Source: an optimization exercise on an open RTL-to-GDS flow (aim: small area). Production flows keep margins and buffers that such runs may drop. Where RTL was checked, it was by simulation tests only, not by an equivalence proof against the original. For run 2, only the layout was checked, not whether the RTL still works.

==> design.v <==
`timescale 1ns/1ps
module vending_machine #(
    parameter int NUM_ITEMS    = 10,
    parameter int MAX_CLIENTS  = 100,
    parameter logic [31:0] ADMIN_PASSWORD = 32'hA5A5_F00D
)(
    input  logic               clk,
    input  logic               rst_n,
    input  logic [31:0]        regs_data_in,
    output logic [31:0]        regs_data_out,
    input  logic               regs_we,
    input  logic [7:0]         regs_addr,
    input  logic               id_valid,
    input  logic [8:0]         client_id,
    input  logic [5:0]         coin_in,
    input  logic [1:0]         currency_type,
    input  logic               coin_insert,
    input  logic [NUM_ITEMS-1:0] item_select,
    input  logic               confirm,
    input  logic               admin_mode,
    input  logic [31:0]        admin_password,
    input  logic               tamper_detect,
    input  logic               jam_detect,
    input  logic               power_loss,
    output logic                 access_error,
    output logic [NUM_ITEMS-1:0] item_out,
    output logic [31:0]          change_out,
    output logic                 no_change,
    output logic [NUM_ITEMS-1:0] item_empty,
    output logic [7:0]           client_points,
    output logic                 alarm
);
    logic        admin_access_granted;
    logic [31:0] r_cfg;             
    logic [7:0]  r_max_clients;
    logic [31:0] r_current_admin_password;
    wire [10:0] r_idle_timeout  = r_cfg[23:13];
    wire [7:0]  r_exchange_rate = r_cfg[31:24];
    always_ff @(posedge clk or negedge rst_n) begin
        if (!rst_n)
            admin_access_granted <= 1'b0;
        else if (admin_mode && admin_password == r_current_admin_password)
            admin_access_granted <= 1'b1;
        else if (!admin_mode)
            admin_access_granted <= 1'b0;
    end
    wire        wr_en    = regs_we && admin_access_granted;
    wire [7:0]  regs_off = regs_addr - 8'h0C;
    wire [3:0]  wr_idx   = regs_off[5:2];
    wire [3:0]  rd_idx   = regs_off[6:3];
    wire [2:0]  rd_field = regs_off[2:0];
    wire        wr_item  = regs_addr >= 8'h0C && regs_addr < 8'h34;
    wire        rd_item  = regs_addr >= 8'h0C && regs_addr < 8'h5C;
    always_ff @(posedge clk or negedge rst_n) begin
        if (!rst_n) begin
            r_cfg                    <= {8'd2, 11'd10, 8'd100, 5'd10};
            r_max_clients            <= 8'd100;
            r_current_admin_password <= ADMIN_PASSWORD;
        end else if (wr_en) begin
            if (regs_addr == 8'h00) r_cfg <= regs_data_in;
            if (regs_addr == 8'h04) r_max_clients <= regs_data_in[7:0];
            if (regs_addr == 8'h08 && |regs_data_in[31:8])
                r_current_admin_password <= regs_data_in;
        end
    end
    logic [7:0] item_rd;
    wire  [3:0] p_idx;
    wire  [7:0] p_base;
    wire        p_empty;
    vm_items u_items (.clk(clk), .rst_n(rst_n), .we(wr_en && wr_item), .wr_idx(wr_idx),
                      .wdata(regs_data_in[23:0]), .rd_idx(rd_idx), .rd_field(rd_field),
                      .rd_data(item_rd), .p_idx(p_idx), .p_base(p_base), .p_empty(p_empty));
    always_comb begin
        regs_data_out = 32'h0;
        if (!admin_access_granted)
            regs_data_out = 32'hDEAD_BEEF;
        else if (regs_addr == 8'h00)
            regs_data_out = r_cfg;
        else if (regs_addr == 8'h04)
            regs_data_out = {24'h0, r_max_clients};
        else if (regs_addr == 8'h08)
            regs_data_out = r_current_admin_password;
        else if (rd_item) begin
            regs_data_out[7:0] = item_rd;
        end
    end
    always_ff @(posedge clk or negedge rst_n) begin
        if (!rst_n)
            access_error <= 1'b0;
        else
            access_error <= regs_we && (!admin_access_granted ||
                            (regs_addr == 8'h08 && regs_data_in[31:8] == 24'h0));
    end
    always_ff @(posedge clk or negedge rst_n) begin
        if (!rst_n) alarm <= 1'b0;
        else if (tamper_detect | jam_detect | power_loss) alarm <= 1'b1;
    end
    logic [3:0] sel_code;
    always_comb begin
        sel_code = 4'd15;
        if (item_select != '0) sel_code = 4'd14;
        if ($countones(item_select) == 1)
            for (int i = 0; i < 10; i++)
                if (item_select[i]) sel_code = 4'(i);
    end
    logic       r_id_ok;           
    logic [7:0] r_client_id;
    logic [5:0] r_coin_in;
    logic [1:0] r_currency_type;
    logic       r_coin_insert;
    logic [3:0] r_sel;
    logic       r_confirm;
    always_ff @(posedge clk or negedge rst_n) begin
        if (!rst_n) begin
            r_id_ok <= 1'b0;
            r_client_id <= '0;
            r_coin_in <= '0;
            r_currency_type <= '0;
            r_coin_insert <= 1'b0;
            r_sel <= 4'd15;
            r_confirm <= 1'b0;
        end else begin
            r_id_ok <= id_valid && !client_id[8];
            r_client_id <= client_id[7:0];
            r_coin_in <= coin_in;
            r_currency_type <= currency_type;
            r_coin_insert <= coin_insert;
            r_sel <= sel_code;
            r_confirm <= confirm;
        end
    end
    wire r_sel_valid = r_sel < 4'd10;
    wire r_sel_nz    = r_sel != 4'd15;
    localparam logic [2:0] S_IDLE    = 3'd0,
                           S_IDLE_C  = 3'd1,    
                           S_ACCEPT  = 3'd2,
                           S_WAIT    = 3'd3,
                           S_DISP    = 3'd4,
                           S_GIVE    = 3'd5,
                           S_GIVE_D  = 3'd6,    
                           S_ERROR   = 3'd7;
    logic [2:0]  state, next_state;
    logic        stay;
    logic [31:0] balance;
    logic [31:0] idle_timer;
    logic [3:0]  d_idx;           
    logic [6:0]  cur_id;          
    logic        cur_nodisc;      
    wire is_idle   = (state == S_IDLE) || (state == S_IDLE_C);
    wire timed_out = idle_timer >= {21'h0, r_idle_timeout};
    wire id_load   = is_idle && r_id_ok && (r_client_id < r_max_clients);
    assign p_idx = (state == S_DISP) ? d_idx : r_sel;
    logic [1:0] cur_k;
    always_comb begin
        cur_k = 2'd0;
        if (!cur_nodisc && cur_id < 7'd100)
            cur_k = 2'(cur_id % 7'd3) + 2'(cur_id % 7'd10 == 7'd0);
    end
    wire [7:0] price;
    wire [3:0] p_points;
    vm_price u_price (.k(cur_k), .base(p_base), .price(price), .points(p_points));
    wire [14:0] coin_val;
    vm_coin u_coin (.coin(r_coin_in), .cur(r_currency_type), .rate(r_exchange_rate), .value(coin_val));
    wire        adding   = (state == S_ACCEPT);
    wire [31:0] add_b    = adding ? {17'd0, coin_val} : ~{24'd0, price};
    wire [32:0] add_res  = {1'b0, balance} + {1'b0, add_b} + {32'd0, !adding};
    wire        enough   = add_res[32];       
    always_comb begin
        next_state = state;
        stay = 1'b0;
        case (state)
            S_IDLE, S_IDLE_C: begin
                stay = !r_coin_insert;
                next_state = r_coin_insert ? S_ACCEPT : S_IDLE;
            end
            S_ACCEPT: begin
                stay = 1'b1;
                if (r_coin_insert) ;
                else if (r_sel_nz) begin next_state = S_WAIT; stay = 1'b0; end
                else if (timed_out) begin next_state = S_GIVE; stay = 1'b0; end
            end
            S_WAIT: begin
                stay = 1'b1;
                if (r_confirm) begin
                    stay = 1'b0;
                    if (!r_sel_valid || p_empty) next_state = S_ERROR;
                    else if (enough) next_state = S_DISP;
                    else if (timed_out) next_state = S_GIVE;
                    else stay = 1'b1;
                end
            end
            S_DISP:   next_state = S_GIVE_D;
            S_GIVE, S_GIVE_D: next_state = S_IDLE_C;
            S_ERROR: begin
                stay = !timed_out;
                if (timed_out) next_state = S_IDLE;
            end
            default: ;
        endcase
    end
    always_ff @(posedge clk or negedge rst_n) begin
        if (!rst_n) state <= S_IDLE;
        else        state <= next_state;
    end
    always_ff @(posedge clk or negedge rst_n) begin
        if (!rst_n) begin
            balance    <= '0;
            idle_timer <= '0;
            d_idx      <= '0;
            item_empty <= '0;
        end else begin
            if (id_load || !stay) idle_timer <= '0;
            else                  idle_timer <= idle_timer + 32'd1;
            if ((adding && r_coin_insert) || state == S_DISP)
                balance <= add_res[31:0];
            else if (state == S_IDLE_C)
                balance <= '0;
            if (state == S_WAIT) d_idx <= r_sel;
            if (state == S_DISP && p_empty)
                item_empty[d_idx] <= 1'b1;
        end
    end
    assign change_out = (state == S_IDLE_C) ? balance : 32'd0;
    assign no_change  = (state == S_IDLE_C) && (balance == 32'd0);
    always_comb begin
        item_out = '0;
        if (state == S_GIVE_D) item_out[d_idx] = 1'b1;
    end
    wire       cur_valid = cur_id < 7'd100;
    wire [8:0] pts_sum   = {1'b0, client_points} + {5'd0, p_points};
    wire [7:0] pts_new   = pts_sum[8] ? 8'hFF : pts_sum[7:0];
    wire       pts_we    = (state == S_DISP) && cur_valid && ({1'b0, cur_id} < r_max_clients);
    wire [7:0] pts_rd;
    vm_client_db u_db (.clk(clk), .rst_n(rst_n), .id(cur_id), .we(pts_we), .wdata(pts_new), .rdata(pts_rd));
    always_ff @(posedge clk or negedge rst_n) begin
        if (!rst_n) begin
            cur_id <= '0;
            cur_nodisc <= 1'b1;
            client_points <= '0;
        end else begin
            if (id_load) cur_nodisc <= 1'b0;
            if (id_load)
                cur_id <= (r_client_id < 8'd100) ? r_client_id[6:0] : 7'd127;
            client_points <= pts_rd;
        end
    end
endmodule
module vm_client_db (
    input  logic       clk,
    input  logic       rst_n,
    input  logic [6:0] id,
    input  logic       we,
    input  logic [7:0] wdata,
    output logic [7:0] rdata
);
    logic [7:0] ring [100];
    logic [6:0] off, ppos, pend_id;
    logic [7:0] pend_data;
    logic       pend_valid;
    wire [7:0] rsum  = {1'b0, id} + {1'b0, off};
    wire [6:0] rpos  = (rsum >= 8'd100) ? 7'(rsum - 8'd100) : rsum[6:0];
    wire [6:0] rpos1 = (rpos == 7'd99) ? 7'd0 : rpos + 7'd1;
    wire       flush = pend_valid && (ppos % 7'd5 == 7'd4);
    always_ff @(posedge clk or negedge rst_n) begin
        if (!rst_n) begin
            for (int i = 0; i < 100; i++) ring[i] <= 8'(i % 20);
        end else begin
            for (int i = 0; i < 100; i++) begin
                if (i % 5 == 0 && flush && ppos == 7'((i + 99) % 100))
                    ring[i] <= pend_data;
                else
                    ring[i] <= ring[(i + 99) % 100];
            end
        end
    end
    always_ff @(posedge clk or negedge rst_n) begin
        if (!rst_n) begin
            off <= '0;
            ppos <= '0;
            pend_id <= '0;
            pend_data <= '0;
            pend_valid <= 1'b0;
        end else begin
            off <= (off == 7'd99) ? 7'd0 : off + 7'd1;
            if (we) begin
                pend_valid <= 1'b1;
                pend_data  <= wdata;
                pend_id    <= id;
                ppos       <= rpos1;
            end else begin
                if (flush) pend_valid <= 1'b0;
                ppos <= (ppos == 7'd99) ? 7'd0 : ppos + 7'd1;
            end
        end
    end
    always_comb begin
        if (pend_valid && pend_id == id) rdata = pend_data;
        else if (id < 7'd100)            rdata = ring[rpos];
        else                             rdata = 8'd0;
    end
endmodule
module vm_items (
    input  logic        clk,
    input  logic        rst_n,
    input  logic        we,
    input  logic [3:0]  wr_idx,
    input  logic [23:0] wdata,
    input  logic [3:0]  rd_idx,
    input  logic [2:0]  rd_field,
    output logic [7:0]  rd_data,
    input  logic [3:0]  p_idx,
    output logic [7:0]  p_base,
    output logic        p_empty
);
    logic [7:0] prices [10];
    logic [7:0] counts [10];
    logic [7:0] discs  [10];
    logic [9:0] written;
    always_ff @(posedge clk) begin
        if (we) begin
            prices[wr_idx] <= wdata[7:0];
            counts[wr_idx] <= wdata[15:8];
            discs[wr_idx]  <= wdata[23:16];
        end
    end
    always_ff @(posedge clk or negedge rst_n) begin
        if (!rst_n)  written <= '0;
        else if (we) written[wr_idx] <= 1'b1;
    end
    logic [7:0] e_price [10];
    logic [7:0] e_count [10];
    logic [7:0] e_disc  [10];
    always_comb begin
        for (int i = 0; i < 10; i++) begin
            e_price[i] = written[i] ? prices[i] : 8'((i+1)*10);
            e_count[i] = written[i] ? counts[i] : 8'd5;
            e_disc[i]  = written[i] ? discs[i]  : 8'd0;
        end
    end
    always_comb begin
        case (rd_field)
            3'd0: rd_data = e_price[rd_idx];
            3'd4: rd_data = e_count[rd_idx];
            3'd6: rd_data = e_disc[rd_idx];
            default: rd_data = 8'd0;
        endcase
    end
    assign p_base  = e_price[p_idx];
    assign p_empty = e_count[p_idx] == 8'd0;
endmodule
module vm_price (
    input  logic [1:0] k,
    input  logic [7:0] base,
    output logic [7:0] price,
    output logic [3:0] points
);
    wire [9:0] kb = (k[0] ? {2'b0, base} : 10'd0) + (k[1] ? {1'b0, base, 1'b0} : 10'd0);
    logic [9:0] q;
    logic [3:0] r;
    always_comb begin
        r = 4'd0;
        for (int i = 9; i >= 0; i--) begin
            logic [4:0] t;
            t = {r, kb[i]};
            q[i] = t >= 5'd10;
            r = q[i] ? 4'(t - 5'd10) : t[3:0];
        end
    end
    assign price = base + ~q[7:0] + {7'd0, r == 4'd0};
    logic [2:0] pr;
    logic [3:0] pq;
    always_comb begin
        pr = 3'd0;
        for (int i = 7; i >= 2; i--) begin
            logic [3:0] t;
            t = {pr, price[i]};
            if (i <= 5) pq[i-2] = t >= 4'd5;
            pr = (t >= 4'd5) ? 3'(t - 4'd5) : t[2:0];
        end
    end
    assign points = pq;
endmodule
module vm_coin (
    input  logic [5:0]  coin,
    input  logic [1:0]  cur,
    input  logic [7:0]  rate,
    output logic [14:0] value
);
    logic [13:0] ar;
    always_comb begin
        ar = 14'd0;
        for (int i = 0; i < 6; i++)
            if (coin[i]) ar = ar + (14'(rate) << i);
    end
    always_comb begin
        case (cur)
            2'd1:    value = {1'b0, ar};
            2'd2:    value = {1'b0, ar} + {2'b0, ar[13:1]};
            default: value = {9'd0, coin};
        endcase
    end
endmodule
==> run.sh <==
#!/bin/bash
# synth_recipe.tcl (not shown) runs the flow's synth.tcl, then flattens the netlist and writes it again
# the make line also repeats each setting of config.mk as NAME=value (left out here)
make -C /OpenROAD-flow-scripts/flow DESIGN_CONFIG=/design/flow/config.mk WORK_HOME=/design/flow/orfs CLKGATE_MAP_FILE= SYNTH_SCRIPT=/design/flow/synth_recipe.tcl finish
==> config.mk <==
export PLATFORM = sky130hd
export DESIGN_NAME = vending_machine
export DESIGN_NICKNAME = vending_machine
export VERILOG_FILES = /design/flow/design.v
export SDC_FILE = /design/flow/constraint.sdc
export NUM_CORES = 4
export LEC_CHECK = 0
export CAP_MARGIN = 20
export CORE_MARGIN = 2
export CORE_UTILIZATION = 40
export SLEW_MARGIN = 20
==> constraint.sdc <==
create_clock -name core_clock -period 30.0 [get_ports {clk}]
set_input_delay 6.0000 -clock core_clock [delete_from_list [all_inputs] [get_ports {clk}]]
set_output_delay 6.0000 -clock core_clock [all_outputs]
set_load 0.01 [all_outputs]
==> metrics.csv, run 1 <==
metric,value,unit
post-dp-hpwl,156000,um
grt_usage,31.4,%
first_pass_iters,9,
synth_edf_count,240,
grt_overflow,0,
yosys_warnings,9,
worst_pin_slew,1.26,ns
critPathBufInv,2,
post_cts_buffers,0,
die_w,383,um
postRouteAntennaNets,0,
clkTransAtPathRegs,0.06,ns
dieArea,147000,sq um
final_common_cell,dfrtp_1,
io_buffers,203,
regArea,33400,sq um
synth-seq-area-share,58.2,%
num_rows,139,
place_congestion,0.989,
finalClockSkew,0.0423,ns
synth_async_sr_flop_share,81.2,%
max_slew_margin,13.5,%
cts.sink_count,1275,
r2r_slack,11.39,ns
wl_per_cell,32.0,um
drv_cap,0,
syn_inst,4898,
finalSetupTns,0,ns
worstPathArrival,19.29,ns
vias,45965,
ys_types,100,
design.core.area,143000,sq um
end_kind,flop,
nets,5541,
drt_wl_total,233000,um
multi_input_area,23500,sq um
drt_iter0_drc,6292,
cp-start-kind,flop,
avgSynthCellArea,11.7,sq um
cts_hold_buf,0,
drive_gt1_share,18.3,%
setup-violations-final,0,
yosys_register_bits,1275,
hold_class,reg2reg,
ios,204,
grt_pass1_vias,45059,
insertion_delay,0.80,ns
htree_num_levels,4,
cts_tree,yes,
cp.required,30.68,ns
crit_path_max_fanout,32,
start_util,40.1,%
cts_buffers,137,
finalHoldViolations,0,
finalCritPeriodShare,62.0,%
grt_first_pass_wirelength,329000,um
critical_path.top_delay_family,compound AO/OA/AOI/OAI gates,
status,"complete, no violations",
cp_common_cell,ha_1,
grt_max_degree,170,
cp_slowest_stage_delay,0.91,ns
remaining_drc_errors,0,
nFillCells,12797,
slowest_stage,dfrtp_1,
cts_resized,0,
synthToLayoutAreaGrowth,18.6,%
cts_root_buffer,clkbuf_16,
cts.path.max_buffers,3,
layout_common_cells,"804 x dfrtp_1, 356 x nand2_1, 340 x a22oi_1",
ys.flop_type,dfrtp_1,
slew_violations,0,
timing.fmax,53.7,MHz
path_class,reg2reg,
grt_setup_unrepaired,false,
period_needed,18.61,ns
die_h,383,um
antenna_found_initial,11,
vias_per_cell,6.33,
netlist_area,57400,sq um
==> layout make-up <==
class / instances / share of cell area [%]
inverters: 174 / 0.959
clock buffers: 196 / 5.74
multi-input cells: 3263 / 34.5
flip-flops and latches: 1275 / 49.0
repair buffers: 384 / 5.15
diodes: 12 / 0.0441
well taps: 1903 / 3.50
clock inverters: 54 / 1.03
==> cell usage after synthesis (27+ instances only) <==
cell type	count	area share, %
dfrtp_1	804	35
nand2_1	356	2.3
a22oi_1	340	4.4
o21ai_0	242	2.1
edfxtp_1	240	13
dfstp_2	231	11
nor2_1	227	1.5
mux2_2	200	3.9
ha_1	178	3.9
inv_1	172	1.1
a21oi_1	170	1.5
nor3_1	170	1.5
nand3_1	158	1.4
clkbuf_1	156	1.0
xnor2_1	124	1.9
nand4_1	89	0.97
nor4_1	84	0.92
and3_1	72	0.78
nand2b_1	54	0.59
xor2_1	51	0.78
nor2b_1	50	0.54
a221oi_1	47	0.72
a21o_1	46	0.60
a22o_1	39	0.59
a222oi_1	35	0.61
and2_1	34	0.37
o211ai_1	31	0.41
o21bai_1	29	0.38
a31oi_1	27	0.29
o22ai_1	27	0.29
==> cell families (layout without fill, tap and decap cells) <==
| logic type | count (synthesis) | in the layout | synth area share [%] |
|---|---|---|---|
| adder cells (fa/ha/maj) | 197 | 197 | 4.54 |
| AO/OA/AOI/OAI | 1251 | 1251 | 15.2 |
| AND/OR/NAND/NOR | 1417 | 1417 | 12.6 |
| buffers and inverters | 360 | 808 | 2.41 |
| XOR/XNOR | 175 | 175 | 2.67 |
| multiplexers | 223 | 223 | 4.39 |
| flip-flops | 1275 | 1275 | 58.2 |
| other | 0 | 12 | 0 |
==> worst paths after layout <==
| check | cells past startpoint | start | endpoint |
|---|---|---|---|
| max in group asynchronous | 5 | rst_n | u_db.ring[24][7] |
| setup / recovery | 72 | cur_id[6] | idle_timer[17] |
| hold reg to reg | 0 | u_db.ring[86][2] | u_db.ring[87][2] |
| hold / removal | 0 | u_db.ring[86][2] | u_db.ring[87][2] |
| min in group asynchronous | 1 | rst_n | u_db.pend_valid |
| setup reg to reg | 72 | cur_id[6] | idle_timer[17] |
==> through the flow <==
| step | util (%) | instances | hold WS [ns] | area, sq um | setup slack, ns |
|---|---|---|---|---|---|
| floorplan | - | 4898 | 0.346 | 57400 | 14.46 |
| global placement | 44.2 | 6990 | 0.354 | 63300 | 12.05 |
| detailed placement | 44.2 | 6992 | 0.356 | 63300 | 11.63 |
| CTS | 47.5 | 7242 | 0.348 | 67900 | 11.45 |
| global route | 47.6 | 7249 | 0.358 | 68100 | 9.83 |
| finish | 47.6 | 7261 | 0.346 | 68100 | 11.39 |
==> per-layer routing <==
metal | track usage, % | part of all wire [%] | up-vias
li1 | - | - | 19120
met1 | 39.4 | 38 | 23082
met2 | 47.0 | 44 | 2907
met3 | 10.7 | 11 | 844
met4 | 18.2 | 6.8 | 12
met5 | 0.397 | 0.065 | -
==> registers in the layout, summed over array words and instances, names as in the netlist, 6 cells and up <==
register and cells:
balance 32, client_points 8, cur_id 7, idle_timer 32, item_empty 10, r_cfg 32
r_client_id 8, r_coin_in 6, r_current_admin_password 32, r_max_clients 8, u_db.off 7, u_db.pend_data 8
u_db.pend_id 7, u_db.ppos 7, u_db.ring 800, u_items.counts 80, u_items.discs 80, u_items.prices 80
u_items.written 10
==> inputs of run 2 (changes only) <==
--- a/design.v
+++ b/design.v
@@ -64,11 +64,39 @@
         end
     end
+    logic [7:0] item_price [10];
+    logic [7:0] item_count [10];
+    logic [7:0] item_disc  [10];
+    logic [9:0] item_written;
+    wire        item_we = wr_en && wr_item;
+    always_ff @(posedge clk) begin
+        if (item_we) begin
+            item_price[wr_idx] <= regs_data_in[7:0];
+            item_count[wr_idx] <= regs_data_in[15:8];
+            item_disc[wr_idx]  <= regs_data_in[23:16];
+        end
+    end
+    always_ff @(posedge clk or negedge rst_n) begin
+        if (!rst_n)       item_written <= '0;
+        else if (item_we) item_written[wr_idx] <= 1'b1;
+    end
+    logic [7:0] e_price [10];
+    logic [7:0] e_count [10];
+    logic [7:0] e_disc  [10];
+    always_comb begin
+        for (int i = 0; i < 10; i++) begin
+            e_price[i] = item_written[i] ? item_price[i] : 8'((i+1)*10);
+            e_count[i] = item_written[i] ? item_count[i] : 8'd5;
+            e_disc[i]  = item_written[i] ? item_disc[i]  : 8'd0;
+        end
+    end
     logic [7:0] item_rd;
-    wire  [3:0] p_idx;
-    wire  [7:0] p_base;
-    wire        p_empty;
-    vm_items u_items (.clk(clk), .rst_n(rst_n), .we(wr_en && wr_item), .wr_idx(wr_idx),
-                      .wdata(regs_data_in[23:0]), .rd_idx(rd_idx), .rd_field(rd_field),
-                      .rd_data(item_rd), .p_idx(p_idx), .p_base(p_base), .p_empty(p_empty));
+    always_comb begin
+        case (rd_field)
+            3'd0: item_rd = e_price[rd_idx];
+            3'd4: item_rd = e_count[rd_idx];
+            3'd6: item_rd = e_disc[rd_idx];
+            default: item_rd = 8'd0;
+        endcase
+    end
     always_comb begin
         regs_data_out = 32'h0;
@@ -150,5 +178,7 @@
     wire timed_out = idle_timer >= {21'h0, r_idle_timeout};
     wire id_load   = is_idle && r_id_ok && (r_client_id < r_max_clients);
-    assign p_idx = (state == S_DISP) ? d_idx : r_sel;
+    wire [3:0] p_idx   = (state == S_DISP) ? d_idx : r_sel;
+    wire [7:0] p_base  = e_price[p_idx];
+    wire       p_empty = e_count[p_idx] == 8'd0;
     logic [1:0] cur_k;
     always_comb begin
@@ -157,9 +187,37 @@
             cur_k = 2'(cur_id % 7'd3) + 2'(cur_id % 7'd10 == 7'd0);
     end
-    wire [7:0] price;
-    wire [3:0] p_points;
-    vm_price u_price (.k(cur_k), .base(p_base), .price(price), .points(p_points));
-    wire [14:0] coin_val;
-    vm_coin u_coin (.coin(r_coin_in), .cur(r_currency_type), .rate(r_exchange_rate), .value(coin_val));
+    wire [9:0] kb = (cur_k[0] ? {2'b0, p_base} : 10'd0) + (cur_k[1] ? {1'b0, p_base, 1'b0} : 10'd0);
+    logic [9:0] kq;
+    logic [3:0] kr;
+    always_comb begin
+        kr = 4'd0;
+        for (int i = 9; i >= 0; i--) begin
+            logic [4:0] t;
+            t = {kr, kb[i]};
+            kq[i] = t >= 5'd10;
+            kr = kq[i] ? 4'(t - 5'd10) : t[3:0];
+        end
+    end
+    wire [7:0] price = p_base + ~kq[7:0] + {7'd0, kr == 4'd0};
+    logic [2:0] pr;
+    logic [3:0] p_points;
+    always_comb begin
+        pr = 3'd0;
+        for (int i = 7; i >= 2; i--) begin
+            logic [3:0] t;
+            t = {pr, price[i]};
+            if (i <= 5) p_points[i-2] = t >= 4'd5;
+            pr = (t >= 4'd5) ? 3'(t - 4'd5) : t[2:0];
+        end
+    end
+    wire [13:0] coin_ar = r_coin_in * r_exchange_rate;
+    logic [14:0] coin_val;
+    always_comb begin
+        case (r_currency_type)
+            2'd1:    coin_val = {1'b0, coin_ar};
+            2'd2:    coin_val = {1'b0, coin_ar} + {2'b0, coin_ar[13:1]};
+            default: coin_val = {9'd0, r_coin_in};
+        endcase
+    end
     wire        adding   = (state == S_ACCEPT);
     wire [31:0] add_b    = adding ? {17'd0, coin_val} : ~{24'd0, price};
@@ -294,109 +352,62 @@
         end
     end
+    logic [7:0]  rd_ao;
+    logic [7:0]  hi_n;
+    logic [15:0] lo_n;
+    always_comb begin
+        hi_n = '1;
+        hi_n[rpos[6:4]] = 1'b0;
+        lo_n = '1;
+        lo_n[rpos[3:0]] = 1'b0;
+    end
+    wire [99:0] sel;
+    for (genvar p = 0; p < 100; p++) begin : g_sel
+        vm_nor2 u_s (.a(hi_n[p/16]), .b(lo_n[p%16]), .y(sel[p]));
+    end
+    for (genvar b = 0; b < 8; b++) begin : g_bit
+        wire [33:0] t;       
+        wire [7:0]  u;       
+        wire [1:0]  v;
+        wire        w;
+        for (genvar k = 0; k < 33; k++) begin : g_t
+            vm_aoi222 u_a (.a(sel[3*k]),   .b(ring[3*k][b]),
+                           .c(sel[3*k+1]), .d(ring[3*k+1][b]),
+                           .e(sel[3*k+2]), .f(ring[3*k+2][b]), .y(t[k]));
+        end
+        vm_nand2 u_t33 (.a(sel[99]), .b(ring[99][b]), .y(t[33]));
+        for (genvar k = 0; k < 8; k++) begin : g_u
+            vm_nand4 u_n (.a(t[4*k]), .b(t[4*k+1]), .c(t[4*k+2]), .d(t[4*k+3]), .y(u[k]));
+        end
+        vm_and2 u_w  (.a(t[32]), .b(t[33]), .y(w));
+        vm_nor4 u_v0 (.a(u[0]), .b(u[1]), .c(u[2]), .d(u[3]), .y(v[0]));
+        vm_nor4 u_v1 (.a(u[4]), .b(u[5]), .c(u[6]), .d(u[7]), .y(v[1]));
+        vm_nand3 u_o (.a(v[0]), .b(v[1]), .c(w), .y(rd_ao[b]));
+    end
     always_comb begin
         if (pend_valid && pend_id == id) rdata = pend_data;
-        else if (id < 7'd100)            rdata = ring[rpos];
+        else if (id < 7'd100)            rdata = rd_ao;
         else                             rdata = 8'd0;
     end
 endmodule
-module vm_items (
-    input  logic        clk,
-    input  logic        rst_n,
-    input  logic        we,
-    input  logic [3:0]  wr_idx,
-    input  logic [23:0] wdata,
-    input  logic [3:0]  rd_idx,
-    input  logic [2:0]  rd_field,
-    output logic [7:0]  rd_data,
-    input  logic [3:0]  p_idx,
-    output logic [7:0]  p_base,
-    output logic        p_empty
-);
-    logic [7:0] prices [10];
-    logic [7:0] counts [10];
-    logic [7:0] discs  [10];
-    logic [9:0] written;
-    always_ff @(posedge clk) begin
-        if (we) begin
-            prices[wr_idx] <= wdata[7:0];
-            counts[wr_idx] <= wdata[15:8];
-            discs[wr_idx]  <= wdata[23:16];
-        end
-    end
-    always_ff @(posedge clk or negedge rst_n) begin
-        if (!rst_n)  written <= '0;
-        else if (we) written[wr_idx] <= 1'b1;
-    end
-    logic [7:0] e_price [10];
-    logic [7:0] e_count [10];
-    logic [7:0] e_disc  [10];
-    always_comb begin
-        for (int i = 0; i < 10; i++) begin
-            e_price[i] = written[i] ? prices[i] : 8'((i+1)*10);
-            e_count[i] = written[i] ? counts[i] : 8'd5;
-            e_disc[i]  = written[i] ? discs[i]  : 8'd0;
-        end
-    end
-    always_comb begin
-        case (rd_field)
-            3'd0: rd_data = e_price[rd_idx];
-            3'd4: rd_data = e_count[rd_idx];
-            3'd6: rd_data = e_disc[rd_idx];
-            default: rd_data = 8'd0;
-        endcase
-    end
-    assign p_base  = e_price[p_idx];
-    assign p_empty = e_count[p_idx] == 8'd0;
+module vm_nor2 (input logic a, input logic b, output logic y);
+    assign y = ~(a | b);
 endmodule
-module vm_price (
-    input  logic [1:0] k,
-    input  logic [7:0] base,
-    output logic [7:0] price,
-    output logic [3:0] points
-);
-    wire [9:0] kb = (k[0] ? {2'b0, base} : 10'd0) + (k[1] ? {1'b0, base, 1'b0} : 10'd0);
-    logic [9:0] q;
-    logic [3:0] r;
-    always_comb begin
-        r = 4'd0;
-        for (int i = 9; i >= 0; i--) begin
-            logic [4:0] t;
-            t = {r, kb[i]};
-            q[i] = t >= 5'd10;
-            r = q[i] ? 4'(t - 5'd10) : t[3:0];
-        end
-    end
-    assign price = base + ~q[7:0] + {7'd0, r == 4'd0};
-    logic [2:0] pr;
-    logic [3:0] pq;
-    always_comb begin
-        pr = 3'd0;
-        for (int i = 7; i >= 2; i--) begin
-            logic [3:0] t;
-            t = {pr, price[i]};
-            if (i <= 5) pq[i-2] = t >= 4'd5;
-            pr = (t >= 4'd5) ? 3'(t - 4'd5) : t[2:0];
-        end
-    end
-    assign points = pq;
+module vm_nand2 (input logic a, input logic b, output logic y);
+    assign y = ~(a & b);
 endmodule
-module vm_coin (
-    input  logic [5:0]  coin,
-    input  logic [1:0]  cur,
-    input  logic [7:0]  rate,
-    output logic [14:0] value
-);
-    logic [13:0] ar;
-    always_comb begin
-        ar = 14'd0;
-        for (int i = 0; i < 6; i++)
-            if (coin[i]) ar = ar + (14'(rate) << i);
-    end
-    always_comb begin
-        case (cur)
-            2'd1:    value = {1'b0, ar};
-            2'd2:    value = {1'b0, ar} + {2'b0, ar[13:1]};
-            default: value = {9'd0, coin};
-        endcase
-    end
+module vm_and2 (input logic a, input logic b, output logic y);
+    assign y = a & b;
+endmodule
+module vm_nand3 (input logic a, input logic b, input logic c, output logic y);
+    assign y = ~(a & b & c);
+endmodule
+module vm_nand4 (input logic a, input logic b, input logic c, input logic d, output logic y);
+    assign y = ~(a & b & c & d);
+endmodule
+module vm_nor4 (input logic a, input logic b, input logic c, input logic d, output logic y);
+    assign y = ~(a | b | c | d);
+endmodule
+module vm_aoi222 (input logic a, input logic b, input logic c, input logic d,
+                  input logic e, input logic f, output logic y);
+    assign y = ~((a & b) | (c & d) | (e & f));
 endmodule
==> flow/run.sh (new file) <==
#!/bin/bash
# Own layout flow: the standard ORFS flow (standard.sh), run with a
# private copy of the ORFS scripts in which the ABC mapping script is the
# area-oriented one in flow/abc_area.script, and with the ports buffered
# by the smallest buffer. Clock tree: clkbuf_16 leaf clusters of up to 30
# flip-flops, without dummy loads. All of make's output (every tool) goes to
# flow_make.log here; ORFS keeps each step's log under orfs/logs/.
set -euo pipefail
work=$(pwd)
rm -rf "$work/orfs_scripts"
cp -r "$FLOW_HOME/scripts" "$work/orfs_scripts"
cp "$work/flow/abc_area.script" "$work/orfs_scripts/abc_speed.script"
bash "$work/standard.sh" "SCRIPTS_DIR=$work/orfs_scripts" \
    "BUFFER_PORTS_ARGS=-buffer_cell sky130_fd_sc_hd__buf_1" \
    "CTS_ARGS=-sink_clustering_enable -repair_clock_nets -dont_use_dummy_load -buf_list sky130_fd_sc_hd__clkbuf_16 -sink_clustering_size 30 -sink_clustering_max_diameter 60" \
    finish > "$work/flow_make.log" 2>&1
==> flow/abc_area.script (new file) <==
strash
dc2
dch -f
amap
strash
dc2
dch -f
amap
topo
==> standard.sh (new file) <==
#!/bin/bash
# synth_recipe.tcl (not shown) runs the flow's synth.tcl, then flattens the netlist and writes it again
# the make line also repeats each setting of config.mk as NAME=value (left out here)
make -C /OpenROAD-flow-scripts/flow DESIGN_CONFIG=/design/flow/config.mk WORK_HOME=/design/flow/orfs CLKGATE_MAP_FILE= SYNTH_SCRIPT=/design/flow/synth_recipe.tcl "${@:-finish}"
--- a/config.mk
+++ b/config.mk
@@ -10,2 +10,3 @@
 export CORE_UTILIZATION = 40
 export SLEW_MARGIN = 20
+export SYNTH_HIERARCHICAL = 1
removed: run.sh
==> run 2 against run 1 <==
Against the previous run: still clean; final cell count down 7.9%; area after synthesis decreased by 8.0%; die area shrank 7.9%; global-route usage fell by 6.9 points; hold slack lost 0.049 ns; via count fell by 13%; non-clock buffer count fell by 108; critical path type unchanged; highest routed layer is now met4.
==> metrics.csv, run 2 <==
metric,value,unit
status,"complete, no violations",
drt_iter0_drc,5414,
period_needed,22.31,ns
synth_common_cells,"804 x dfrtp_1, 758 x nor2_1, 442 x clkinv_1, 290 x a222oi_1, 274 x a21oi_1",
finalHoldViolations,0,
largest_register_ffs,800,
antenna_found_initial,8,
postRouteAntennaNets,0,
cp.required,30.57,ns
place_congestion,0.967,
cp_common_cell,nor2_1,
drv_cap,0,
regMostFlops,u_db.ring,
synth_edf_count,240,
hold_class,reg2reg,
crit_path_max_fanout,30,
grt_max_degree,189,
max_slew_margin,25.1,%
grt_first_pass_wirelength,251000,um
nets,5240,
setup-violations-final,0,
nFillCells,12096,
vias_per_cell,5.98,
avgSynthCellArea,11.6,sq um
num_rows,133,
finalCritPeriodShare,74.4,%
dieArea,135000,sq um
cts_hold_buf,0,
synth.most_common_cell,dfrtp_1,
htree_num_levels,3,
final_core_util,45.1,%
clkTransAtPathRegs,0.09,ns
synthTopCellsByArea,"dfrtp_1 38%, edfxtp_1 14%, dfstp_2 11%, a222oi_1 5.5%, nor2_1 5.4%",
drive_gt1_share,9.12,%
die_h,368,um
ios,204,
design.core.area,131000,sq um
netlist.top_cell.by_area,dfrtp_1,
first_pass_iters,9,
synth-seq-area-share,63.2,%
grt_setup_unrepaired,false,
finalSetupTns,0,ns
cts_root_buffer,clkbuf_16,
wl_per_cell,24.9,um
end_kind,flop,
ys.flop_type,dfrtp_1,
grt_usage,24.5,%
cp_slowest_stage_delay,0.84,ns
synth_async_sr_flop_share,81.2,%
io_buffers,203,
yosys_register_bits,1275,
slowest_stage,clkinv_1,
die_w,368,um
grt_overflow,0,
slew_violations,0,
yosys_warnings,13,
worst_pin_slew,1.11,ns
timing.fmax,44.8,MHz
post_cts_buffers,0,
cp-start-kind,flop,
insertion_delay,0.77,ns
synthToLayoutAreaGrowth,12.0,%
drt_wl_total,166000,um
final_common_cell,dfrtp_1,
cts.path.max_buffers,3,
worstPathArrival,22.88,ns
grt_pass1_vias,39342,
finalClockSkew,0.0902,ns
synthDominantCellAreaShare,38.1,%
vias,39988,
remaining_drc_errors,0,
layout_common_cells,"804 x dfrtp_1, 742 x nor2_1, 438 x clkinv_1",
start_util,40.3,%
post-dp-hpwl,116000,um
cts.sink_count,1275,
ys_types,58,
netlist_area,52900,sq um
cts_tree,yes,
cts_buffers,103,
cts_resized,0,
path_class,reg2reg,
syn_inst,4544,
run 2: changes by cell type in the layout (fill, tap and decap cells not counted), sizes merged, moves of 124 or more:
| cell | change |
|---|---|
| nor2 | +529 |
| a222oi | +255 |
| a22oi | -328 |
| clkdlybuf4s50 | -202 |
| clkinv | +399 |
| inv | -172 |
| xnor2 | -124 |
| mux2 | -203 |
run 2: per-module statistics from Yosys (local to each module, per instance), excerpt:
module,copies in the design,flops+latches
vending_machine,1,445
vm_and2,8,0
vm_aoi222,264,0
vm_client_db,1,830
vm_nand2,8,0
vm_nand3,8,0
vm_nand4,64,0
vm_nor4,16,0
run 2: path summary, 6_finish.rpt:
kind                             startpoint               end  slack (ns)  depth (start not counted)
max                               cur_id[4]    idle_timer[21]        7.69                        124
max in group asynchronous             rst_n  u_db.ring[40][1]       20.87                          5
max reg2reg                       cur_id[4]    idle_timer[21]        7.69                        124
min reg2reg                u_db.ring[28][7]  u_db.ring[29][7]        0.30                          0
min in group asynchronous             rst_n  u_db.ring[89][2]        5.36                          1
min                        u_db.ring[28][7]  u_db.ring[29][7]        0.30                          0
run 2: cells by family (layout without fill, tap and decap cells):
group	after synthesis	after routing	share of synthesized area, %
simple gates	1398	1398	11.5
flops	1275	1275	63.2
compound gates	1223	1223	16.7
buf+inv	442	821	3.14
fa+ha+maj	206	206	5.43
other cells	0	6	0
run 2: worst max-delay path: cells and delay by family (launching register included):
kind                     cells  cell delay, ns
AND/OR/NAND/NOR             50            5.08
buffers and inverters       11            2.21
adder cells (fa/ha/maj)     13            3.55
AO/OA/AOI/OAI               50           10.81
flip-flops                   1            0.52
run 2: area by class of cell:
type | count | area (sq um) | area share [%]
flip-flops and latches | 1275 | 33400 | 56.4
inverters | 442 | 1660 | 2.80
multi-input cells | 2827 | 18000 | 30.4
well taps | 1755 | 2200 | 3.71
diodes | 6 | 15.0 | 0.0254
clock buffers | 103 | 2580 | 4.35
repair buffers | 276 | 1370 | 2.32
run 2: metal layers:
metal	track usage, %	part of all wire [%]
met1	34.1	43
met2	37.8	45
met3	4.46	7.9
met4	9.74	4.2
met5	0	0
run 2: metrics by stage:
step                      instances  hold WS, ns  worst slack [ns]  instance area (sq um)
after detailed placement       6573        0.355              7.97                  56500
after floorplan                4544        0.353             11.42                  52900
final                          6684        0.297              7.69                  59200
after global placement         6571        0.354              8.95                  56500
after global routing           6684        0.299              5.16                  59200
after CTS                      6676        0.288              7.93                  59100
==> inputs of run 3 (changes only) <==
--- a/design.v
+++ b/design.v
@@ -80,23 +80,20 @@
         else if (item_we) item_written[wr_idx] <= 1'b1;
     end
-    logic [7:0] e_price [10];
-    logic [7:0] e_count [10];
-    logic [7:0] e_disc  [10];
+    wire        rf_price = rd_field == 3'd0;
+    wire        rf_count = rd_field == 3'd4;
+    wire        rf_disc  = rd_field == 3'd6;
+    logic [7:0] item_rd;
     always_comb begin
+        item_rd = 8'd0;
         for (int i = 0; i < 10; i++) begin
-            e_price[i] = item_written[i] ? item_price[i] : 8'((i+1)*10);
-            e_count[i] = item_written[i] ? item_count[i] : 8'd5;
-            e_disc[i]  = item_written[i] ? item_disc[i]  : 8'd0;
+            if (rd_idx == 4'(i)) begin
+                if (item_written[i])
+                    item_rd = item_rd | ({8{rf_price}} & item_price[i]) | ({8{rf_count}} & item_count[i])
+                                      | ({8{rf_disc}} & item_disc[i]);
+                else
+                    item_rd = item_rd | ({8{rf_price}} & 8'((i+1)*10)) | ({8{rf_count}} & 8'd5);
+            end
         end
     end
-    logic [7:0] item_rd;
-    always_comb begin
-        case (rd_field)
-            3'd0: item_rd = e_price[rd_idx];
-            3'd4: item_rd = e_count[rd_idx];
-            3'd6: item_rd = e_disc[rd_idx];
-            default: item_rd = 8'd0;
-        endcase
-    end
     always_comb begin
         regs_data_out = 32'h0;
@@ -179,6 +176,19 @@
     wire id_load   = is_idle && r_id_ok && (r_client_id < r_max_clients);
     wire [3:0] p_idx   = (state == S_DISP) ? d_idx : r_sel;
-    wire [7:0] p_base  = e_price[p_idx];
-    wire       p_empty = e_count[p_idx] == 8'd0;
+    logic [7:0] p_base;
+    logic       p_empty;
+    always_comb begin
+        p_base  = 8'd0;
+        p_empty = 1'b0;
+        for (int i = 0; i < 10; i++) begin
+            if (p_idx == 4'(i)) begin
+                if (item_written[i]) begin
+                    p_base  = p_base | item_price[i];
+                    p_empty = p_empty | (item_count[i] == 8'd0);
+                end else
+                    p_base  = p_base | 8'((i+1)*10);
+            end
+        end
+    end
     logic [1:0] cur_k;
     always_comb begin
@@ -316,18 +326,21 @@
     logic [7:0] pend_data;
     logic       pend_valid;
+    logic [2:0] init_cnt;        
+    wire        init = init_cnt != 3'd5;
     wire [7:0] rsum  = {1'b0, id} + {1'b0, off};
     wire [6:0] rpos  = (rsum >= 8'd100) ? 7'(rsum - 8'd100) : rsum[6:0];
     wire [6:0] rpos1 = (rpos == 7'd99) ? 7'd0 : rpos + 7'd1;
     wire       flush = pend_valid && (ppos % 7'd5 == 7'd4);
-    always_ff @(posedge clk or negedge rst_n) begin
-        if (!rst_n) begin
-            for (int i = 0; i < 100; i++) ring[i] <= 8'(i % 20);
-        end else begin
-            for (int i = 0; i < 100; i++) begin
-                if (i % 5 == 0 && flush && ppos == 7'((i + 99) % 100))
-                    ring[i] <= pend_data;
-                else
-                    ring[i] <= ring[(i + 99) % 100];
-            end
+    logic [7:0] port_data [4];
+    always_comb begin
+        for (int c = 0; c < 4; c++)
+            port_data[c] = init ? 8'(5*c + 19 - init_cnt) % 8'd20 : pend_data;
+    end
+    always_ff @(posedge clk) begin
+        for (int i = 0; i < 100; i++) begin
+            if (i % 5 == 0 && (init || (flush && ppos == 7'((i + 99) % 100))))
+                ring[i] <= port_data[(i / 5) % 4];
+            else
+                ring[i] <= ring[(i + 99) % 100];
         end
     end
@@ -335,4 +348,5 @@
         if (!rst_n) begin
             off <= '0;
+            init_cnt <= '0;
             ppos <= '0;
             pend_id <= '0;
@@ -341,4 +355,5 @@
         end else begin
             off <= (off == 7'd99) ? 7'd0 : off + 7'd1;
+            if (init) init_cnt <= init_cnt + 3'd1;
             if (we) begin
                 pend_valid <= 1'b1;
@@ -386,6 +401,7 @@
     always_comb begin
         if (pend_valid && pend_id == id) rdata = pend_data;
-        else if (id < 7'd100)            rdata = rd_ao;
-        else                             rdata = 8'd0;
+        else if (id >= 7'd100)           rdata = 8'd0;
+        else if (init)                   rdata = 8'(id % 7'd20);
+        else                             rdata = rd_ao;
     end
 endmodule
==> run 3 against run 2 <==
Against the previous run: sequential share of layout area decreased by 3.8 points; utilization decreased by 0.13 points; wire length decreased by 0.67%; register-to-register slack improved by 1.7 ns; via count about the same; count of clock-buffer cells in the layout decreased by 9; hold slack got worse by 0.029 ns.
==> metrics.csv, run 3 <==
metric,value,unit
status,"complete, no violations",
first_pass_iters,9,
design.core.area,123000,sq um
setup-violations-final,0,
hold_class,reg2reg,
crit_path_max_fanout,19,
wl_per_cell,24.6,um
cp-start-kind,flop,
htree_num_levels,3,
yosys_warnings,12,
cts.sink_count,1278,
r2r_slack,9.39,ns
dieArea,127000,sq um
slowest_stage,or3_1,
r2r_cells,117,
die_h,357,um
hold_path_startpoint,u_db.ring[26][6],
timing.rr.start,state[2],
cp.required,30.52,ns
drt_iter0_drc,4851,
ys_types,57,
synthToLayoutAreaGrowth,11.6,%
timing.fmax,48.5,MHz
cts_hold_buf,0,
wl_met2,72100,um
finalClockSkew,0.124,ns
cp_slowest_stage_delay,0.60,ns
final_common_cell,dfxtp_1,
period_needed,20.61,ns
cts_root_buffer,clkbuf_16,
place_congestion,1.01,
min_to,u_db.ring[27][6],
ios,204,
drt_wl_total,165000,um
worstPathArrival,21.13,ns
start_util,40.3,%
grt_usage,25.5,%
critical_path.top_delay_family,compound AO/OA/AOI/OAI gates,
cts_resized,0,
largest_register_ffs,800,
nets,5412,
synth_async_sr_flop_share,18.6,%
vias_per_cell,5.95,
postRouteAntennaNets,0,
syn_inst,4730,
yosys_register_bits,1278,
netlist.top_cell.by_area,dfxtp_1,
netlist_area,49700,sq um
grt_pass1_vias,38328,
wl_met1,72300,um
dr_wl_met3,14100,um
path_class,reg2reg,
synth_common_cells,"800 x dfxtp_1, 581 x nor2_1, 501 x clkinv_1, 431 x nand2_1, 281 x o21ai_0",
drive_gt1_share,4.17,%
grt_overflow,0,
grt_setup_unrepaired,false,
finalSetupTns,0,ns
cp_common_cell,nor2_1,
synthTopCellsByArea,"dfxtp_1 32%, edfxtp_1 14%, dfrtp_1 10%, a222oi_1 5.4%, ha_1 4.5%",
ys.flop_type,dfxtp_1,
worst_pin_slew,1.20,ns
critPathBufInv,16,
insertion_delay,0.73,ns
synth_edf_count,240,
regMostFlops,u_db.ring,
startpoint,state[2],
grt_first_pass_wirelength,245000,um
cts_tree,yes,
layout_common_cells,"800 x dfxtp_1, 566 x nor2_1, 500 x clkinv_1",
synth-seq-area-share,58.7,%
synth.most_common_cell,dfxtp_1,
grt_max_degree,72,
post_cts_buffers,0,
cts_buffers,94,
routed.top_layer,met4,
avgSynthCellArea,10.5,sq um
slew_violations,0,
antenna_found_initial,9,
die_w,357,um
cts.path.max_buffers,3,
finalHoldViolations,0,
num_rows,129,
drv_cap,0,
hold_depth,0,
synthDominantCellAreaShare,32.2,%
io_buffers,203,
max_slew_margin,19.6,%
r2r_end,idle_timer[11],
finalCritPeriodShare,68.7,%
post-dp-hpwl,122000,um
clkTransAtPathRegs,0.07,ns
worst-path-stages,117,
remaining_drc_errors,0,
vias,40022,
end_kind,flop,
## run 3: final cells by class
cell class	count	area, sq um
Fill cell	11825	68000
Sequential cell	1278	29200
Multi-Input combinational cell	2951	18800
Clock buffer	94	2350
Tap cell	1637	2050
Inverter	501	1880
Timing Repair Buffer	258	1220
Antenna cell	7	17.5
## run 3: cell families after synthesis
group | after synthesis | synth area share, %
DFF | 1278 | 58.7
and+or+nand+nor | 1506 | 13.3
buffers and inverters | 501 | 3.78
AOI/OAI and AO/OA | 1226 | 18.1
adders and majority gates | 219 | 6.10
## run 3: metal layers
metal | vias up | global-route usage (%)
met3 | 341 | 4.38
li1 | 18363 | -
met1 | 19536 | 36.1
met2 | 1782 | 38.9
met4 | 0 | 10.2
met5 | - | 0
## run 3: worst max-delay path by stage
| stage | end | slack [ns] |
|---|---|---|
| 4_1_cts | idle_timer[11] | 9.58 |
| 5_1_grt | idle_timer[25] | 7.03 |
| 3_3_place_gp | idle_timer[18] | 10.13 |
| 6_report | idle_timer[11] | 9.39 |
| 3_5_place_dp | idle_timer[6] | 9.65 |
| 2_1_floorplan | idle_timer[10] | 12.29 |
## run 3: modules after synthesis (local to each module, per instance), a selection
| module | times used | area, sq um | cells inside |
|---|---|---|---|
| vending_machine | 1 | 25300 | 2639 |
| vm_client_db | 1 | 20800 | 1623 |
| vm_and2 | 8 | 6.26 | 1 |
| vm_nand3 | 8 | 5.00 | 1 |
| vm_nand2 | 8 | 3.75 | 1 |
| vm_nor2 | 100 | 3.75 | 1 |
## run 3: stage by stage
stage | cells | util (%) | cell area (sq um) | hold slack [ns] | worst slack, ns
after detailed placement | 6624 | 43.0 | 53100 | 0.336 | 9.65
after CTS | 6718 | 44.9 | 55500 | 0.270 | 9.58
final | 6726 | 45.0 | 55500 | 0.268 | 9.39
after floorplan | 4730 | - | 49700 | 0.330 | 12.29
after global placement | 6622 | 43.0 | 53100 | 0.331 | 10.13
after global routing | 6719 | 44.9 | 55500 | 0.284 | 7.03
==> inputs of run 4 (changes only) <==
--- a/design.v
+++ b/design.v
@@ -83,17 +83,29 @@
     wire        rf_count = rd_field == 3'd4;
     wire        rf_disc  = rd_field == 3'd6;
-    logic [7:0] item_rd;
+    logic [9:0] rs_pw, rs_cw, rs_dw;     
+    logic [7:0] rd_const;                
     always_comb begin
-        item_rd = 8'd0;
+        rd_const = 8'd0;
         for (int i = 0; i < 10; i++) begin
-            if (rd_idx == 4'(i)) begin
-                if (item_written[i])
-                    item_rd = item_rd | ({8{rf_price}} & item_price[i]) | ({8{rf_count}} & item_count[i])
-                                      | ({8{rf_disc}} & item_disc[i]);
-                else
-                    item_rd = item_rd | ({8{rf_price}} & 8'((i+1)*10)) | ({8{rf_count}} & 8'd5);
-            end
+            rs_pw[i] = rd_idx == 4'(i) && rf_price && item_written[i];
+            rs_cw[i] = rd_idx == 4'(i) && rf_count && item_written[i];
+            rs_dw[i] = rd_idx == 4'(i) && rf_disc  && item_written[i];
+            if (rd_idx == 4'(i) && !item_written[i])
+                rd_const = rd_const | ({8{rf_price}} & 8'((i+1)*10)) | ({8{rf_count}} & 8'd5);
         end
     end
+    logic [7:0] item_rd;
+    for (genvar b = 0; b < 8; b++) begin : g_ird
+        wire [9:0] t;
+        wire [2:0] u;
+        for (genvar i = 0; i < 10; i++) begin : g_t
+            vm_aoi222 u_a (.a(rs_pw[i]), .b(item_price[i][b]), .c(rs_cw[i]), .d(item_count[i][b]),
+                           .e(rs_dw[i]), .f(item_disc[i][b]), .y(t[i]));
+        end
+        vm_nand4 u_n0 (.a(t[0]), .b(t[1]), .c(t[2]), .d(t[3]), .y(u[0]));
+        vm_nand4 u_n1 (.a(t[4]), .b(t[5]), .c(t[6]), .d(t[7]), .y(u[1]));
+        vm_nand2 u_n2 (.a(t[8]), .b(t[9]), .y(u[2]));
+        vm_or4   u_o  (.a(u[0]), .b(u[1]), .c(u[2]), .d(rd_const[b]), .y(item_rd[b]));
+    end
     always_comb begin
         regs_data_out = 32'h0;
@@ -176,19 +188,30 @@
     wire id_load   = is_idle && r_id_ok && (r_client_id < r_max_clients);
     wire [3:0] p_idx   = (state == S_DISP) ? d_idx : r_sel;
-    logic [7:0] p_base;
+    logic [9:0] ps_w;        
+    logic [7:0] p_const;     
     logic       p_empty;
     always_comb begin
-        p_base  = 8'd0;
+        p_const = 8'd0;
         p_empty = 1'b0;
         for (int i = 0; i < 10; i++) begin
-            if (p_idx == 4'(i)) begin
-                if (item_written[i]) begin
-                    p_base  = p_base | item_price[i];
-                    p_empty = p_empty | (item_count[i] == 8'd0);
-                end else
-                    p_base  = p_base | 8'((i+1)*10);
-            end
+            ps_w[i] = p_idx == 4'(i) && item_written[i];
+            if (ps_w[i] && item_count[i] == 8'd0) p_empty = 1'b1;
+            if (p_idx == 4'(i) && !item_written[i]) p_const = p_const | 8'((i+1)*10);
         end
     end
+    logic [7:0] p_base;
+    for (genvar b = 0; b < 8; b++) begin : g_pb
+        wire [3:0] t;
+        wire       u;
+        vm_aoi222 u_a0 (.a(ps_w[0]), .b(item_price[0][b]), .c(ps_w[1]), .d(item_price[1][b]),
+                        .e(ps_w[2]), .f(item_price[2][b]), .y(t[0]));
+        vm_aoi222 u_a1 (.a(ps_w[3]), .b(item_price[3][b]), .c(ps_w[4]), .d(item_price[4][b]),
+                        .e(ps_w[5]), .f(item_price[5][b]), .y(t[1]));
+        vm_aoi222 u_a2 (.a(ps_w[6]), .b(item_price[6][b]), .c(ps_w[7]), .d(item_price[7][b]),
+                        .e(ps_w[8]), .f(item_price[8][b]), .y(t[2]));
+        vm_nand2  u_a3 (.a(ps_w[9]), .b(item_price[9][b]), .y(t[3]));
+        vm_nand4  u_n  (.a(t[0]), .b(t[1]), .c(t[2]), .d(t[3]), .y(u));
+        vm_or2    u_o  (.a(u), .b(p_const[b]), .y(p_base[b]));
+    end
     logic [1:0] cur_k;
     always_comb begin
@@ -197,17 +220,26 @@
             cur_k = 2'(cur_id % 7'd3) + 2'(cur_id % 7'd10 == 7'd0);
     end
-    wire [9:0] kb = (cur_k[0] ? {2'b0, p_base} : 10'd0) + (cur_k[1] ? {1'b0, p_base, 1'b0} : 10'd0);
-    logic [9:0] kq;
-    logic [3:0] kr;
+    logic [4:0] bq;
+    logic [3:0] br;
     always_comb begin
-        kr = 4'd0;
-        for (int i = 9; i >= 0; i--) begin
+        br = 4'd0;
+        for (int i = 7; i >= 0; i--) begin
             logic [4:0] t;
-            t = {kr, kb[i]};
-            kq[i] = t >= 5'd10;
-            kr = kq[i] ? 4'(t - 5'd10) : t[3:0];
+            t = {br, p_base[i]};
+            if (i <= 4) bq[i] = t >= 5'd10;
+            br = (t >= 5'd10) ? 4'(t - 5'd10) : t[3:0];
         end
     end
-    wire [7:0] price = p_base + ~kq[7:0] + {7'd0, kr == 4'd0};
+    logic [1:0] kc;
+    always_comb begin
+        case (cur_k)
+            2'd1:    kc = (br != 4'd0) ? 2'd1 : 2'd0;
+            2'd2:    kc = (br == 4'd0) ? 2'd0 : (br <= 4'd5) ? 2'd1 : 2'd2;
+            2'd3:    kc = (br == 4'd0) ? 2'd0 : (br <= 4'd3) ? 2'd1 : (br <= 4'd6) ? 2'd2 : 2'd3;
+            default: kc = 2'd0;
+        endcase
+    end
+    wire [6:0] kq = (cur_k[0] ? {2'b0, bq} : 7'd0) + (cur_k[1] ? {1'b0, bq, 1'b0} : 7'd0);
+    wire [7:0] price = p_base - 8'(kq) - 8'(kc);
     logic [2:0] pr;
     logic [3:0] p_points;
@@ -428,2 +460,8 @@
     assign y = ~((a & b) | (c & d) | (e & f));
 endmodule
+module vm_or2 (input logic a, input logic b, output logic y);
+    assign y = a | b;
+endmodule
+module vm_or4 (input logic a, input logic b, input logic c, input logic d, output logic y);
+    assign y = a | b | c | d;
+endmodule
--- a/config.mk
+++ b/config.mk
@@ -8,5 +8,6 @@
 export CAP_MARGIN = 20
 export CORE_MARGIN = 2
-export CORE_UTILIZATION = 40
+export CORE_UTILIZATION = 60
+export PLACE_DENSITY = 0.75
 export SLEW_MARGIN = 20
 export SYNTH_HIERARCHICAL = 1
==> run 4 against run 3 <==
Against the previous run: area after synthesis shrank 1.6%; critical endpoint is now idle_timer[10]; flip-flop and latch count is the same; critical path depth shrank 16; count of clock-buffer cells in the layout shrank 11; wire length shrank 9.3%.
==> metrics.csv, run 4 <==
metric,value,unit
place_congestion,1.08,
cp_slowest_stage_delay,0.73,ns
wl_met2,64500,um
status,"complete, no violations",
synth_simple_gate_area_share,12.3,%
yosys_register_bits,1278,
drv_cap,0,
synth_compound_area_share,18.1,%
instances_no_fill,5878,
htree_num_levels,3,
grt_pass1_vias,36810,
routed.top_layer,met5,
cp-start-kind,flop,
clkTransAtPathRegs,0.10,ns
io_buffers,203,
hold_path_startpoint,u_db.ring[52][6],
cts_buffers,83,
largest_register_ffs,800,
post_cts_buffers,0,
synth_top_family_by_area,compound AO/OA/AOI/OAI gates,
vias_per_cell,6.65,
first_pass_iters,12,
nets,5146,
regMostFlops,u_db.ring,
antenna_found_initial,8,
drt_wl_total,150000,um
cp_common_cell,nor2_1,
finalSetupTns,0,ns
setup-violations-final,0,
layout_common_cells,"800 x dfxtp_1, 513 x nor2_1, 458 x clkinv_1",
finalHoldViolations,0,
synth_mux_area_share,0,%
cts.sink_count,1278,
synthXorXnorAreaFrac,0,%
ios,204,
ys.flop_type,dfxtp_1,
worst_pin_slew,1.34,ns
holdWs,0.285,ns
hold_depth,0,
grt_usage,35.5,%
final_common_cell,dfxtp_1,
synthDominantCellAreaShare,32.7,%
die_h,290,um
ys_types,55,
final_core_util,66.4,%
period_needed,18.21,ns
r2r_slack,11.79,ns
wl_met1,63100,um
grt_setup_unrepaired,false,
worstPathArrival,18.69,ns
design.core.area,80700,sq um
synth_edf_count,240,
grt_first_pass_wirelength,224000,um
grt_overflow,0,
synth.most_common_cell,dfxtp_1,
synthToLayoutAreaGrowth,9.58,%
die_w,290,um
finalClockSkew,0.0930,ns
synth_async_sr_flop_share,18.6,%
nFillCells,6269,
timing.rr.start,state[2],
synth-seq-area-share,59.7,%
start_util,60.6,%
end_kind,flop,
synthTopCellsByArea,"dfxtp_1 33%, edfxtp_1 15%, dfrtp_1 11%, a222oi_1 7.5%, ha_1 4.6%",
slew_violations,0,
timing.fmax,54.9,MHz
netlist_area,48900,sq um
drt_iter0_drc,6110,
cts_hold_buf,0,
wl_per_cell,25.5,um
max_slew_margin,10.6,%
cts_root_buffer,clkbuf_16,
finalCritPeriodShare,60.7,%
dr_wl_met3,16100,um
cp.required,30.48,ns
synth_common_cells,"800 x dfxtp_1, 523 x nor2_1, 460 x clkinv_1, 369 x a222oi_1, 350 x nand2_1",
dieArea,83800,sq um
hold_class,reg2reg,
yosys_warnings,10,
syn_inst,4472,
synthAdderAreaFrac,6.34,%
grt_max_degree,77,
post-dp-hpwl,109000,um
min_to,u_db.ring[53][6],
r2r_cells,101,
crit_path_max_fanout,32,
num_rows,104,
path_class,reg2reg,
remaining_drc_errors,0,
insertion_delay,0.68,ns
vias,39103,
r2r_end,idle_timer[10],
drive_gt1_share,3.97,%
dp.cells,5789,
postRouteAntennaNets,0,
cts_tree,yes,
slowest_stage,or3_2,
netlist.top_cell.by_area,dfxtp_1,
cts_resized,0,
cts.path.max_buffers,3,
avgSynthCellArea,10.9,sq um
-- run 4: changes by cell type after synthesis, sizes merged, moves of 33 or more --
cell / previous run / this run
a222oi: 270 / 369
nand2: 431 / 350
nand3: 107 / 47
nor2: 581 / 523
clkinv: 501 / 460
a32oi: 37 / 0
a31oi: 57 / 24
nand4: 88 / 121
-- run 4: worst max-delay path: cells and delay by family, from the launching register on --
family                   cells  cell delay [ns]
AO/OA/AOI/OAI               39             7.52
adder cells (fa/ha/maj)     10             2.88
buffers and inverters       14             1.93
flip-flops                   1             0.44
AND/OR/NAND/NOR             38             5.29
-- run 4: worst max-delay path by stage --
stage,from,end,slack (ns),cells after the start
4_1_cts,state[2],idle_timer[18],11.98,101
2_1_floorplan,state[2],idle_timer[10],14.82,101
3_3_place_gp,state[2],idle_timer[2],12.42,101
5_1_grt,state[2],idle_timer[2],9.92,101
6_report,state[2],idle_timer[10],11.79,101
3_5_place_dp,state[2],idle_timer[25],12.02,101
-- run 4: cell type report --
type	instances	area, sq um	share of cell area (%)
Antenna cell	5	12.5	0.0233
Clock buffer	83	2080	3.87
Sequential cell	1278	29200	54.5
Timing Repair Buffer	256	1170	2.18
Multi-Input combinational cell	2736	18100	33.7
Tap cell	1060	1330	2.47
Inverter	460	1730	3.22
-- run 4: layer usage --
layer	vias to the layer above	track usage, %
li1	17597	-
met1	18940	51.4
met2	2177	53.0
met3	387	7.56
met4	2	12.5
met5	-	0
-- run 4: cell families (layout without fill, tap and decap cells) --
family                     Yosys count  count (layout)
DFF                               1278            1278
adders and majority gates          222             222
AOI/OAI and AO/OA                 1171            1171
and+or+nand+nor                   1340            1340
buffers and inverters              460             799
other                                1               8
-- run 4: modules after synthesis (local to each module, per instance) --
| module | flops+latches | cells inside | times used | area, sq um |
|---|---|---|---|---|
| vm_nand2 | 0 | 1 | 24 | 3.75 |
| vm_nand4 | 0 | 1 | 88 | 6.26 |
| vm_aoi222 | 0 | 1 | 368 | 10.0 |
| vm_nand3 | 0 | 1 | 8 | 5.00 |
| vm_client_db | 833 | 1593 | 1 | 20700 |
| vm_or2 | 0 | 1 | 8 | 6.26 |
| vm_and2 | 0 | 1 | 8 | 6.26 |
| vm_nor2 | 0 | 1 | 100 | 3.75 |
| vm_or4 | 0 | 1 | 8 | 7.51 |
| vm_nor4 | 0 | 1 | 16 | 6.26 |
| vending_machine | 445 | 2251 | 1 | 23200 |
-- run 4: through the flow --
step	worst slack, ns	instance area, sq um
after floorplan	14.82	48900
after global placement	12.42	51400
after detailed placement	12.02	51500
after CTS	11.98	53500
after global routing	9.92	53600
final	11.79	53600

[separate check: timing with driven ports]
How much do the figures lean on ideal ports? The routed layouts below were timed once more, with nothing changed but the port constraints. Step 1, drivers: a clkbuf_16 drives clk and a buf_2 each remaining input, both assumed. Step 2 moves the port delays by t, midway between the first and last clock arrival at a register: inputs arrive t later, outputs are due t later. That takes back most of the time a late clock gives input paths. a / b / c = no drivers / after step 1 / after step 2; a / b = the first two.
run | t, ns | setup WS [ns] | worst setup path after step 2 | worst slew at a driven data input, ns
run 1 | 0.860 | 11.392 / 11.392 / 11.392 | register to register | 0.15
run 2 | 0.780 | 7.685 / 7.685 / 7.685 | register to register | 0.16
run 3 | 0.746 | 9.395 / 9.395 / 9.395 | register to register | 0.10
run 4 | 0.694 | 11.793 / 11.793 / 11.793 | register to register | 0.09
After both steps every run listed still meets setup and hold.
